This design comes from an exercise in tuning for small area and a short achievable clock period on the open sky130 flow, not from production work.
Function was checked by simulation only, so behaviour that the tests miss may differ from the original.
Power is estimated from default activity; no workload was simulated.

## convolution
module convolution(
input        clk,
input [71:0] pixel_data_in,
input        pixel_data_valid_in,
output reg [7:0] convolved_data_out,
output reg   convolved_data_valid_out
);
Size in the first run: roughly 630 cells after synthesis, about 83 I/O pins, about 4000 µm² of cells after synthesis.
==> flow/config.mk <==
export PLATFORM = sky130hd
export DESIGN_NAME = convolution
export DESIGN_NICKNAME = convolution
export VERILOG_FILES = /design/flow/design.v
export SDC_FILE = /design/flow/constraint.sdc
export NUM_CORES = 4
export LEC_CHECK = 0
export CAP_MARGIN = 20
export CORE_MARGIN = 2
export CORE_UTILIZATION = 40
export GPL_ROUTABILITY_DRIVEN = 0
export SETUP_SLACK_MARGIN = 3.4
export SLEW_MARGIN = 20
export TNS_END_PERCENT = 10
==> flow/constraint.sdc <==
create_clock -name core_clock -period 5.5 [get_ports {clk}]
set_input_delay 1.1000 -clock core_clock [delete_from_list [all_inputs] [get_ports {clk}]]
set_output_delay 1.1000 -clock core_clock [all_outputs]
set_load 0.01 [all_outputs]
standard.sh (not shown) runs the stock make flow with config.mk's settings and CLKGATE_MAP_FILE= SYNTH_SCRIPT=/design/flow/synth_recipe.tcl, a recipe that flattens the netlist after the stock synthesis.
==> flow/flow/run.sh <==
#!/bin/bash
# Own flow: the standard synthesis, then its combinational logic re-mapped by ABC (registers,
# their names and cell types kept exactly as the standard synthesis made them), the logic fed
# by the input ports mapped for a tighter delay than the rest, then the standard ORFS layout
# of that netlist with buf_1 cells as the port buffers.
set -euo pipefail
W=$PWD
R=orfs/results/sky130hd/convolution/base
YOSYS=$FLOW_HOME/../tools/install/yosys/bin/yosys
[ -x "$YOSYS" ] || YOSYS=yosys
LIB=$FLOW_HOME/platforms/sky130hd/lib/sky130_fd_sc_hd__tt_025C_1v80.lib

bash standard.sh synth > std_synth.log 2>&1
cp $R/1_2_yosys.v std_netlist.v
DU=$(grep -o -- "-dont_use [^ ]*" orfs/logs/sky130hd/convolution/base/1_2_yosys.log | sort -u | tr '\n' ' ')
mv orfs orfs_std

printf "set_driving_cell sky130_fd_sc_hd__buf_1\nset_load 5\n" > abc.constr

cat > resynth.ys <<EOT
read_liberty -ignore_miss_func $LIB
blackbox sky130_fd_sc_hd__df* sky130_fd_sc_hd__conb_*
read_verilog std_netlist.v
hierarchy -top $FLOW_TOP
flatten
opt_clean -purge
techmap
opt -fast
select -set s1 w:pixel_data_in w:pixel_data_valid_in %u %co*:-sky130_fd_sc_hd__dfxtp_1[Q] t:sky130_fd_sc_hd__df* %d
setattr -set stage1 1 @s1
select -set s2 * a:stage1 %d t:sky130_fd_sc_hd__df* %d t:sky130_fd_sc_hd__conb* %d
abc -script $W/flow/rest.abc -liberty $LIB $DU -constr $W/abc.constr @s2
abc -script $W/flow/s1.abc -liberty $LIB $DU -constr $W/abc.constr a:stage1
opt_clean -purge
hilomap -singleton -hicell sky130_fd_sc_hd__conb_1 HI -locell sky130_fd_sc_hd__conb_1 LO
splitnets
opt_clean -purge
stat -liberty $LIB
write_verilog -noattr -noexpr -nohex -nodec resynth.v
EOT
$YOSYS -s resynth.ys > resynth.log 2>&1

bash standard.sh SYNTH_NETLIST_FILES=$W/resynth.v \
  BUFFER_PORTS_ARGS="-buffer_cell sky130_fd_sc_hd__buf_1" finish > flow_layout.log 2>&1
==> flow/flow/rest.abc <==
strash
ifraig
scorr
dc2
dch -f
map -a
topo
strash
dch -f
map -D 1200 -a
topo
strash
dch -f
map -D 1200
topo
==> flow/flow/s1.abc <==
strash
dch -f
map -D 900
topo
buffer
upsize -D 850
dnsize -D 850
The first run finished clean.
Next try:
--- a/flow/flow/run.sh
+++ b/flow/flow/run.sh
@@ -41,0 +42,2 @@
+# the flop that drives the eight data outputs gets a strong drive (same cell type)
+sed -i 's/^\( *\)sky130_fd_sc_hd__dfxtp_1 \(\\convolved_data_out\[0\]\$_DFF_P_ \)/\1sky130_fd_sc_hd__dfxtp_4 \2/' resynth.v
--- a/flow/flow/rest.abc
+++ b/flow/flow/rest.abc
@@ -10 +10 @@
-map -D 1200 -a
+map -D 1200
==> flow/flow/s1.abc (replaced) <==
strash
dch -f
map -D 1000
topo
buffer
upsize -D 850
dnsize -D 850
GPL_ROUTABILITY_DRIVEN = not set   (was 0)
SETUP_SLACK_MARGIN = 3.5   (was 3.4)
Result: Maximum frequency went up by about 0.6%. Global-route usage went up by 1.4 points. Sequential share of layout area went down by 0.22 points. Total power went up by about 3%. Setup slack improves by 12 ps. Synthesized area went down by 0.41%. Wire length went up by 5.6%. Hold slack hardly moves. Die area went down by about 0.4%. Via count went down by 1.3%. Cell count stays the same.

* * *

run A:
The RTL this note starts from:
==> flow/design.v <==
module convolution(
input        clk,
input [71:0] pixel_data_in,
input        pixel_data_valid_in,
output reg [7:0] convolved_data_out,
output reg   convolved_data_valid_out
);
wire [7:0] p0 = pixel_data_in[7:0];
wire [7:0] p1 = pixel_data_in[15:8];
wire [7:0] p2 = pixel_data_in[23:16];
wire [7:0] p3 = pixel_data_in[31:24];
wire [7:0] p5 = pixel_data_in[47:40];
wire [7:0] p6 = pixel_data_in[55:48];
wire [7:0] p7 = pixel_data_in[63:56];
wire [7:0] p8 = pixel_data_in[71:64];
reg [8:0] a, b, c, d;
reg       valid1;
always @(posedge clk) begin
    a <= {1'b0, p0} - {1'b0, p8};
    b <= {1'b0, p6} - {1'b0, p2};
    c <= {1'b0, p3} - {1'b0, p5};
    d <= {1'b0, p1} - {1'b0, p7};
    valid1 <= pixel_data_valid_in;
end
wire [10:0] ae = {{2{a[8]}}, a};
wire [10:0] be = {{2{b[8]}}, b};
wire [10:0] ce = {c[8], c, 1'b0};
wire [10:0] de = {d[8], d, 1'b0};
wire [10:0] nbe = ~be;                        
wire [10:0] xs = ae ^ be ^ ce;
wire [10:0] xk = (ae & be) | (ae & ce) | (be & ce);
wire [10:0] xc = {xk[9:0], 1'b0};
wire [10:0] ys = ae ^ nbe ^ de;
wire [10:0] yk = (ae & nbe) | (ae & de) | (nbe & de);
wire [10:0] yc = {yk[9:0], 1'b1};
wire [6:0] gxl = {1'b0, xs[5:0]} + {1'b0, xc[5:0]};
wire [6:0] gyl = {1'b0, ys[5:0]} + {1'b0, yc[5:0]};
wire [6:0] gx7 = {xs[6] ^ xc[6] ^ gxl[6], gxl[5:0]};
wire [6:0] gy7 = {ys[6] ^ yc[6] ^ gyl[6], gyl[5:0]};
function eqk(input [4:0] h, input [4:0] k, input [4:0] v);
    reg [4:0] cy;
    integer i;
    begin
        cy[0] = 1'b0;
        for (i = 1; i < 5; i = i + 1)
            cy[i] = v[i-1] ? (h[i-1] & k[i-1]) : (h[i-1] | k[i-1]);
        eqk = ((h ^ k ^ cy) == v);
    end
endfunction
wire inx = gxl[6] ? (eqk(xs[10:6], xc[10:6], 5'd31) | eqk(xs[10:6], xc[10:6], 5'd30))
                  : (eqk(xs[10:6], xc[10:6], 5'd0)  | eqk(xs[10:6], xc[10:6], 5'd31));
wire iny = gyl[6] ? (eqk(ys[10:6], yc[10:6], 5'd31) | eqk(ys[10:6], yc[10:6], 5'd30))
                  : (eqk(ys[10:6], yc[10:6], 5'd0)  | eqk(ys[10:6], yc[10:6], 5'd31));
reg       big2;
reg       pi2;
reg [5:0] hx2, hy2;
reg       valid2;
always @(posedge clk) begin
    big2 <= ~(inx & iny);
    pi2 <= gx7[0];
    hx2 <= gx7[6:1];
    hy2 <= gy7[6:1];
    valid2 <= valid1;
end
localparam [767:0] T_TABLE = 768'h7df7de79e79e75d75c71c6db6996585d65544d240f34a1c208728d3d049351559761965a6db71c71d75d79e79e79f7df7df7df7df79e79e75d71c6db69a6585d65544d240e30a18018a30e4124d45565d865a69b6dc71d75e79e79f7df7df7df;
wire [5:0] tx = T_TABLE[6*{pi2, hx2} +: 6];
wire m64x = ~pi2 & (hx2 == 6'b100000);
wire sy = hy2[5];
wire [4:0] my = hy2[4:0] ^ {5{sy}};
wire [6:0] cmp = {2'b0, my} + {1'b0, ~tx} + {6'b0, sy & ~pi2};
wire is_edge = big2 | m64x | cmp[6];
always @(posedge clk) begin
    convolved_data_out <= {8{is_edge}};
    convolved_data_valid_out <= valid2;
end
endmodule
==> flow/config.mk <==
export PLATFORM = sky130hd
export DESIGN_NAME = convolution
export DESIGN_NICKNAME = convolution
export VERILOG_FILES = /design/flow/design.v
export SDC_FILE = /design/flow/constraint.sdc
export NUM_CORES = 4
export LEC_CHECK = 0
export CAP_MARGIN = 20
export CORE_MARGIN = 2
export CORE_UTILIZATION = 40
export SETUP_SLACK_MARGIN = 3.4
export SLEW_MARGIN = 20
export TNS_END_PERCENT = 10
==> flow/constraint.sdc <==
create_clock -name core_clock -period 5.5 [get_ports {clk}]
set_input_delay 1.1000 -clock core_clock [delete_from_list [all_inputs] [get_ports {clk}]]
set_output_delay 1.1000 -clock core_clock [all_outputs]
set_load 0.01 [all_outputs]
==> flow/flow/run.sh <==
#!/bin/bash
# Own flow: the standard synthesis, then its combinational logic re-mapped by ABC (registers,
# their names and cell types kept exactly as the standard synthesis made them), the logic fed
# by the input ports mapped for a tighter delay than the rest, then the standard ORFS layout
# of that netlist with buf_1 cells as the port buffers.
set -euo pipefail
W=$PWD
R=orfs/results/sky130hd/convolution/base
YOSYS=$FLOW_HOME/../tools/install/yosys/bin/yosys
[ -x "$YOSYS" ] || YOSYS=yosys
LIB=$FLOW_HOME/platforms/sky130hd/lib/sky130_fd_sc_hd__tt_025C_1v80.lib

bash standard.sh synth > std_synth.log 2>&1
cp $R/1_2_yosys.v std_netlist.v
DU=$(grep -o -- "-dont_use [^ ]*" orfs/logs/sky130hd/convolution/base/1_2_yosys.log | sort -u | tr '\n' ' ')
mv orfs orfs_std

printf "set_driving_cell sky130_fd_sc_hd__buf_1\nset_load 5\n" > abc.constr

cat > resynth.ys <<EOT
read_liberty -ignore_miss_func $LIB
blackbox sky130_fd_sc_hd__df* sky130_fd_sc_hd__conb_*
read_verilog std_netlist.v
hierarchy -top $FLOW_TOP
flatten
opt_clean -purge
techmap
opt -fast
select -set s1 w:pixel_data_in w:pixel_data_valid_in %u %co*:-sky130_fd_sc_hd__dfxtp_1[Q] t:sky130_fd_sc_hd__df* %d
setattr -set stage1 1 @s1
select -set s2 * a:stage1 %d t:sky130_fd_sc_hd__df* %d t:sky130_fd_sc_hd__conb* %d
abc -script $W/flow/rest.abc -liberty $LIB $DU -constr $W/abc.constr @s2
abc -script $W/flow/s1.abc -liberty $LIB $DU -constr $W/abc.constr a:stage1
opt_clean -purge
hilomap -singleton -hicell sky130_fd_sc_hd__conb_1 HI -locell sky130_fd_sc_hd__conb_1 LO
splitnets
opt_clean -purge
stat -liberty $LIB
write_verilog -noattr -noexpr -nohex -nodec resynth.v
EOT
$YOSYS -s resynth.ys > resynth.log 2>&1

bash standard.sh SYNTH_NETLIST_FILES=$W/resynth.v \
  BUFFER_PORTS_ARGS="-buffer_cell sky130_fd_sc_hd__buf_1" finish > flow_layout.log 2>&1
==> flow/flow/rest.abc <==
strash
ifraig
scorr
dc2
dch -f
map -a
topo
strash
dch -f
map -D 1200
topo
strash
dch -f
map -D 1200
topo
==> flow/flow/s1.abc <==
strash
if -g
dch -f
map -D 1000
topo
diff inputs: run A => run B
- SETUP_SLACK_MARGIN now 3.55, was 3.4
--- a/flow/flow/run.sh
+++ b/flow/flow/run.sh
@@ -41,2 +41,4 @@
 $YOSYS -s resynth.ys > resynth.log 2>&1
+# the flop that drives the eight data outputs gets a strong drive (same cell type)
+sed -i 's/^\( *\)sky130_fd_sc_hd__dfxtp_1 \(\\convolved_data_out\[0\]\$_DFF_P_ \)/\1sky130_fd_sc_hd__dfxtp_4 \2/' resynth.v
 
==> flow/flow/rest.abc <==
strash
ifraig
scorr
dc2
dch -f
map -a
topo
strash
dch -f
map -D 1300
topo
buffer
upsize -D 1200
dnsize -D 1200
==> flow/flow/s1.abc <==
strash
dch -f
map -D 800
topo
buffer
upsize -D 800
dnsize -D 800
In run B, overall via count from detail_route is lower than in run A. For the non-clock buffer count, run B came in 3 lower than run A did. Run B: maximum frequency is about 8% higher than what run A reported. Launching instance or port of the critical path: convolved_data_out[0] -> run B, pixel_data_in[48] -> run A. Run B finished all stages; the layout is clean. Run B vs run A: pin count of the biggest net entering global routing up.
Input changes introduced in run C (baseline for comparison: run B):
- SETUP_SLACK_MARGIN now 3.1, was 3.55
--- a/flow/flow/run.sh
+++ b/flow/flow/run.sh
@@ -11,2 +11,3 @@
 LIB=$FLOW_HOME/platforms/sky130hd/lib/sky130_fd_sc_hd__tt_025C_1v80.lib
+source flow/params.sh
 
@@ -17,3 +18,7 @@
 
-printf "set_driving_cell sky130_fd_sc_hd__buf_1\nset_load 5\n" > abc.constr
+abc_script() {
+  printf "strash\nifraig\nscorr\ndc2\ndch -f\nmap -a\ntopo\nstrash\ndch -f\nmap -D $1\ntopo\nstrash\ndch -f\nmap -D $1\ntopo\n"
+}
+abc_script $D_IN > resynth_in.abc
+abc_script $D_REST > resynth_rest.abc
 
@@ -31,4 +36,4 @@
 select -set s2 * a:stage1 %d t:sky130_fd_sc_hd__df* %d t:sky130_fd_sc_hd__conb* %d
-abc -script $W/flow/rest.abc -liberty $LIB $DU -constr $W/abc.constr @s2
-abc -script $W/flow/s1.abc -liberty $LIB $DU -constr $W/abc.constr a:stage1
+abc -script $W/resynth_rest.abc -liberty $LIB $DU @s2
+abc -script $W/resynth_in.abc -liberty $LIB $DU a:stage1
 opt_clean -purge
@@ -41,4 +46,2 @@
 $YOSYS -s resynth.ys > resynth.log 2>&1
-# the flop that drives the eight data outputs gets a strong drive (same cell type)
-sed -i 's/^\( *\)sky130_fd_sc_hd__dfxtp_1 \(\\convolved_data_out\[0\]\$_DFF_P_ \)/\1sky130_fd_sc_hd__dfxtp_4 \2/' resynth.v
 
==> flow/flow/params.sh (new file) <==
D_IN=800
D_REST=1200
removed: flow/flow/rest.abc
removed: flow/flow/s1.abc
### Flow results
Run C completed every stage of the flow, and the final layout passed the timing, DRC and antenna checks.
Sort run B and run C by signal arrival time at the worst endpoint asc -> top: run B
Overall power consumption delta for run C relative to run B: 17% lower
Diff run B -> run C | number of buffers outside the clock class in the layout | decrease of about 7%
Run C vs. run B: met3 wire length went down by 0.48%.
Compared with run B, run C ends up with less cell area.
Post-CTS repair timing setup buffer count | run C below run B
The clock power share of run C is higher than that of run B.
Comparing run B and run C, post-route core utilization is higher on run B.
In run C, post-route minimum period is higher than in run B.
Between run B and run C, logic gate share of total power is lower for run C, run B comes in above that.
Compared with run B, run C shows a lower area enclosed by the die boundary.

* * *

wip/xenon:
// convolution: RTL as listed in full above, without the edits since
==> flow/config.mk <==
export PLATFORM = sky130hd
export DESIGN_NAME = convolution
export DESIGN_NICKNAME = convolution
export VERILOG_FILES = /design/flow/design.v
export SDC_FILE = /design/flow/constraint.sdc
export NUM_CORES = 4
export LEC_CHECK = 0
export CAP_MARGIN = 20
export CORE_MARGIN = 2
export CORE_UTILIZATION = 40
export SETUP_SLACK_MARGIN = 3.35
export SLEW_MARGIN = 20
export TNS_END_PERCENT = 10
==> flow/constraint.sdc <==
create_clock -name core_clock -period 5.5 [get_ports {clk}]
set_input_delay 1.1000 -clock core_clock [delete_from_list [all_inputs] [get_ports {clk}]]
set_output_delay 1.1000 -clock core_clock [all_outputs]
set_load 0.01 [all_outputs]
==> flow/flow/run.sh <==
#!/bin/bash
# Own flow: the standard synthesis, then its combinational logic re-mapped by ABC (registers,
# their names and cell types kept exactly as the standard synthesis made them), the logic fed
# by the input ports mapped for a tighter delay than the rest, then the standard ORFS layout
# of that netlist with buf_1 cells as the port buffers.
set -euo pipefail
W=$PWD
R=orfs/results/sky130hd/convolution/base
YOSYS=$FLOW_HOME/../tools/install/yosys/bin/yosys
[ -x "$YOSYS" ] || YOSYS=yosys
LIB=$FLOW_HOME/platforms/sky130hd/lib/sky130_fd_sc_hd__tt_025C_1v80.lib

bash standard.sh synth > std_synth.log 2>&1
cp $R/1_2_yosys.v std_netlist.v
DU=$(grep -o -- "-dont_use [^ ]*" orfs/logs/sky130hd/convolution/base/1_2_yosys.log | sort -u | tr '\n' ' ')
mv orfs orfs_std

printf "set_driving_cell sky130_fd_sc_hd__buf_1\nset_load 5\n" > abc.constr

cat > resynth.ys <<EOT
read_liberty -ignore_miss_func $LIB
blackbox sky130_fd_sc_hd__df* sky130_fd_sc_hd__conb_*
read_verilog std_netlist.v
hierarchy -top $FLOW_TOP
flatten
opt_clean -purge
techmap
opt -fast
select -set s1 w:pixel_data_in w:pixel_data_valid_in %u %co*:-sky130_fd_sc_hd__dfxtp_1[Q] t:sky130_fd_sc_hd__df* %d
setattr -set stage1 1 @s1
select -set s2 * a:stage1 %d t:sky130_fd_sc_hd__df* %d t:sky130_fd_sc_hd__conb* %d
abc -script $W/flow/rest.abc -liberty $LIB $DU -constr $W/abc.constr @s2
abc -script $W/flow/s1.abc -liberty $LIB $DU -constr $W/abc.constr a:stage1
opt_clean -purge
hilomap -singleton -hicell sky130_fd_sc_hd__conb_1 HI -locell sky130_fd_sc_hd__conb_1 LO
splitnets
opt_clean -purge
stat -liberty $LIB
write_verilog -noattr -noexpr -nohex -nodec resynth.v
EOT
$YOSYS -s resynth.ys > resynth.log 2>&1

bash standard.sh SYNTH_NETLIST_FILES=$W/resynth.v \
  BUFFER_PORTS_ARGS="-buffer_cell sky130_fd_sc_hd__buf_1" finish > flow_layout.log 2>&1
==> flow/flow/rest.abc <==
strash
ifraig
scorr
dc2
dch -f
map -a
topo
strash
dch -f
map -D 1200
topo
strash
dch -f
map -D 1200
topo
==> flow/flow/s1.abc <==
strash
dch -f
map -D 1000
topo
buffer
upsize -D 850
dnsize -D 850
wip/xenon finished all stages; the layout is clean.
diff inputs: wip/xenon => wip/yarrow
Settings: PLACE_DENSITY newly set to 0.7; SETUP_SLACK_MARGIN changed from 3.35 to 3.4; CORE_UTILIZATION changed from 40 to 55.
Results
Comparing wip/yarrow and wip/xenon, the lower final worst hold slack was measured on wip/xenon.
Source of the critical timing path = pixel_data_in[2]: wip/yarrow; source of the critical timing path = pixel_data_in[0]: wip/xenon
The fraction of area in registers on wip/yarrow is in line with that on wip/xenon.
Max global routing usage on met1 across wip/yarrow and wip/xenon: wip/yarrow
Utilization after layout for wip/yarrow: 19 points up relative to wip/xenon
| global routing usage on met3 | wip/yarrow vs wip/xenon | 0.43 points higher |
Summary of wip/yarrow over wip/xenon: detailed-route wire length went down about 4%, total placed cells including tap cells went down 37.
Final area for wip/yarrow: about 1.4% down relative to wip/xenon
#### Input delta (wip/nickel over wip/yarrow)
Settings: CORE_UTILIZATION: 55 -> 40; PLACE_DENSITY: 0.7 -> unset; CAP_MARGIN: 20 -> 0; SLEW_MARGIN: 20 -> 0.
==> comparison <==
Looking at routing usage on met3 across wip/yarrow and wip/nickel, the one that comes out lower is wip/nickel.
Between wip/yarrow and wip/nickel, the sequential share of layout area figures differ only marginally.
Delta (wip/nickel minus wip/yarrow): number of standard cells in the final layout excluding fillers rose by 4.6%, part of the power in the clock network fell by 0.2 points, sequential standard cell area rose by about 1.3%.
Input-level comparison between wip/garnet and wip/nickel:
Settings: CAP_MARGIN now 20, was 0; CTS_CLUSTER_DIAMETER now 100, previously not set; SLEW_MARGIN now 20, was 0; CTS_CLUSTER_SIZE now 40, previously not set.
==> flow/flow/s1.abc <==
strash
dch -f
map -D 800
topo
buffer
upsize -D 800
dnsize -D 800
## What came out
Going from wip/nickel to wip/garnet, critical path depth fell 8, final area rose about 3.3%, fraction of area in registers fell 0.77 points, routed wire length rose about 5%. wip/garnet vs wip/nickel, power consumption went down by 0.61%. Higher number of buffers other than clock buffers in the final layout among wip/nickel and wip/garnet: wip/garnet. Largest stage delay on the critical path delta for wip/garnet relative to wip/nickel: 0.17 ns higher. Summary of wip/garnet over wip/nickel: final estimated routing congestion in global placement closely matched the old numbers; number of non-clock inverters in the layout shrank by about 1%; number of rows created at floorplan saw an increase. The global-route usage over all layers in wip/garnet was lower than what wip/nickel gave.
Inputs modified between wip/garnet and wip/pepper:
Settings: changing SETUP_SLACK_MARGIN from 3.4 to 3.3; removing CTS_CLUSTER_DIAMETER (formerly 100); removing CTS_CLUSTER_SIZE (formerly 40).
-- flow/flow/run.sh --
<<< wip/garnet, line 11
LIB=$FLOW_HOME/platforms/sky130hd/lib/sky130_fd_sc_hd__tt_025C_1v80.lib

>>> wip/pepper, line 11
LIB=$FLOW_HOME/platforms/sky130hd/lib/sky130_fd_sc_hd__tt_025C_1v80.lib
source flow/params.sh

<<< wip/garnet, line 17

printf "set_driving_cell sky130_fd_sc_hd__buf_1\nset_load 5\n" > abc.constr

>>> wip/pepper, line 18

abc_script() {
  printf "strash\nifraig\nscorr\ndc2\ndch -f\nmap -a\ntopo\nstrash\ndch -f\nmap -D $1\ntopo\nstrash\ndch -f\nmap -D $1\ntopo\n"
}
abc_script $D_IN > resynth_in.abc
abc_script $D_REST > resynth_rest.abc

<<< wip/garnet, line 31
select -set s2 * a:stage1 %d t:sky130_fd_sc_hd__df* %d t:sky130_fd_sc_hd__conb* %d
abc -script $W/flow/rest.abc -liberty $LIB $DU -constr $W/abc.constr @s2
abc -script $W/flow/s1.abc -liberty $LIB $DU -constr $W/abc.constr a:stage1
opt_clean -purge
>>> wip/pepper, line 36
select -set s2 * a:stage1 %d t:sky130_fd_sc_hd__df* %d t:sky130_fd_sc_hd__conb* %d
abc -script $W/resynth_rest.abc -liberty $LIB $DU @s2
abc -script $W/resynth_in.abc -liberty $LIB $DU a:stage1
opt_clean -purge
==> flow/flow/params.sh (new file) <==
D_IN=800
D_REST=1200
removed: flow/flow/rest.abc
removed: flow/flow/s1.abc
### Flow results
wip/pepper vs wip/garnet — routed length per placed instance climbed by a few percent
Power: wip/pepper draws less than wip/garnet
wip/garnet -> wip/pepper: number of buffers added by the clock tree synthesis step delta 0, exact match
wip/garnet has lower share of power burned in registers than wip/pepper.
Against wip/garnet, wip/pepper reports a maximum fanout along the worst path that is lower.
sky130_fd_sc_hd__dfxtp_1 as the standard cell with the maximum stage delay on the critical path was reported by wip/garnet, and sky130_fd_sc_hd__or2b_4 by wip/pepper.
In wip/pepper, count of non-CTS inverters in the layout is lower than in wip/garnet.
As of wip/pepper, via count of the first global-routing pass had fallen slightly compared to wip/garnet.
The run showing the greater die boundary height is wip/garnet.
Cmp wip/garnet and wip/pepper / count of clock buffers in the final design / lower: wip/garnet
Diff wip/garnet -> wip/pepper | cell count | down by a few percent
The final reports for wip/pepper and wip/garnet show maximum frequency lower in the former.

## what the ideal ports hide
Ports are ideal in the flow. The routed layouts listed here were re-timed in OpenROAD.
Step 1 (the two cells are an assumption about what drives the block):
set clk [get_ports {clk}]
set_driving_cell -lib_cell sky130_fd_sc_hd__clkbuf_16 $clk
set_driving_cell -lib_cell sky130_fd_sc_hd__buf_2 [delete_from_list [all_inputs] $clk]
Step 2 adds t to the input delays and takes it off the output delays; t is the mean of the earliest and latest rising clock arrival at the registers after step 1. Input paths then give back, and output paths get back, about the clock's delay inside the block.
a / b / c = no drivers / after step 1 / after step 2; a / b = the first two.
run	t (ns)	setup WS [ns]	hold WS [ns]
the first run of note 1	0.325	3.437 / 3.437 / 3.195	0.337 / 0.337 / 0.337
the second run of note 1	0.336	3.449 / 3.455 / 3.119	0.339 / 0.339 / 0.339
run A	0.335	3.383 / 3.353 / 3.018	0.343 / 0.343 / 0.343
run B	0.347	3.538 / 3.506 / 3.262	0.348 / 0.348 / 0.348
run C	0.332	3.079 / 3.085 / 2.753	0.337 / 0.337 / 0.337
wip/xenon	0.330	3.452 / 3.449 / 3.130	0.338 / 0.338 / 0.338
wip/yarrow	0.325	3.471 / 3.459 / 3.157	0.344 / 0.344 / 0.344
wip/nickel	0.330	3.471 / 3.482 / 3.152	0.341 / 0.341 / 0.341
wip/garnet	0.332	3.489 / 3.458 / 3.298	0.343 / 0.343 / 0.343
wip/pepper	0.339	3.207 / 3.216 / 2.877	0.336 / 0.336 / 0.336
After both steps every run listed still meets setup and hold. The setup slack of run A, which loses most, moves by -0.030 ns with the drivers and by -0.365 ns with both steps.
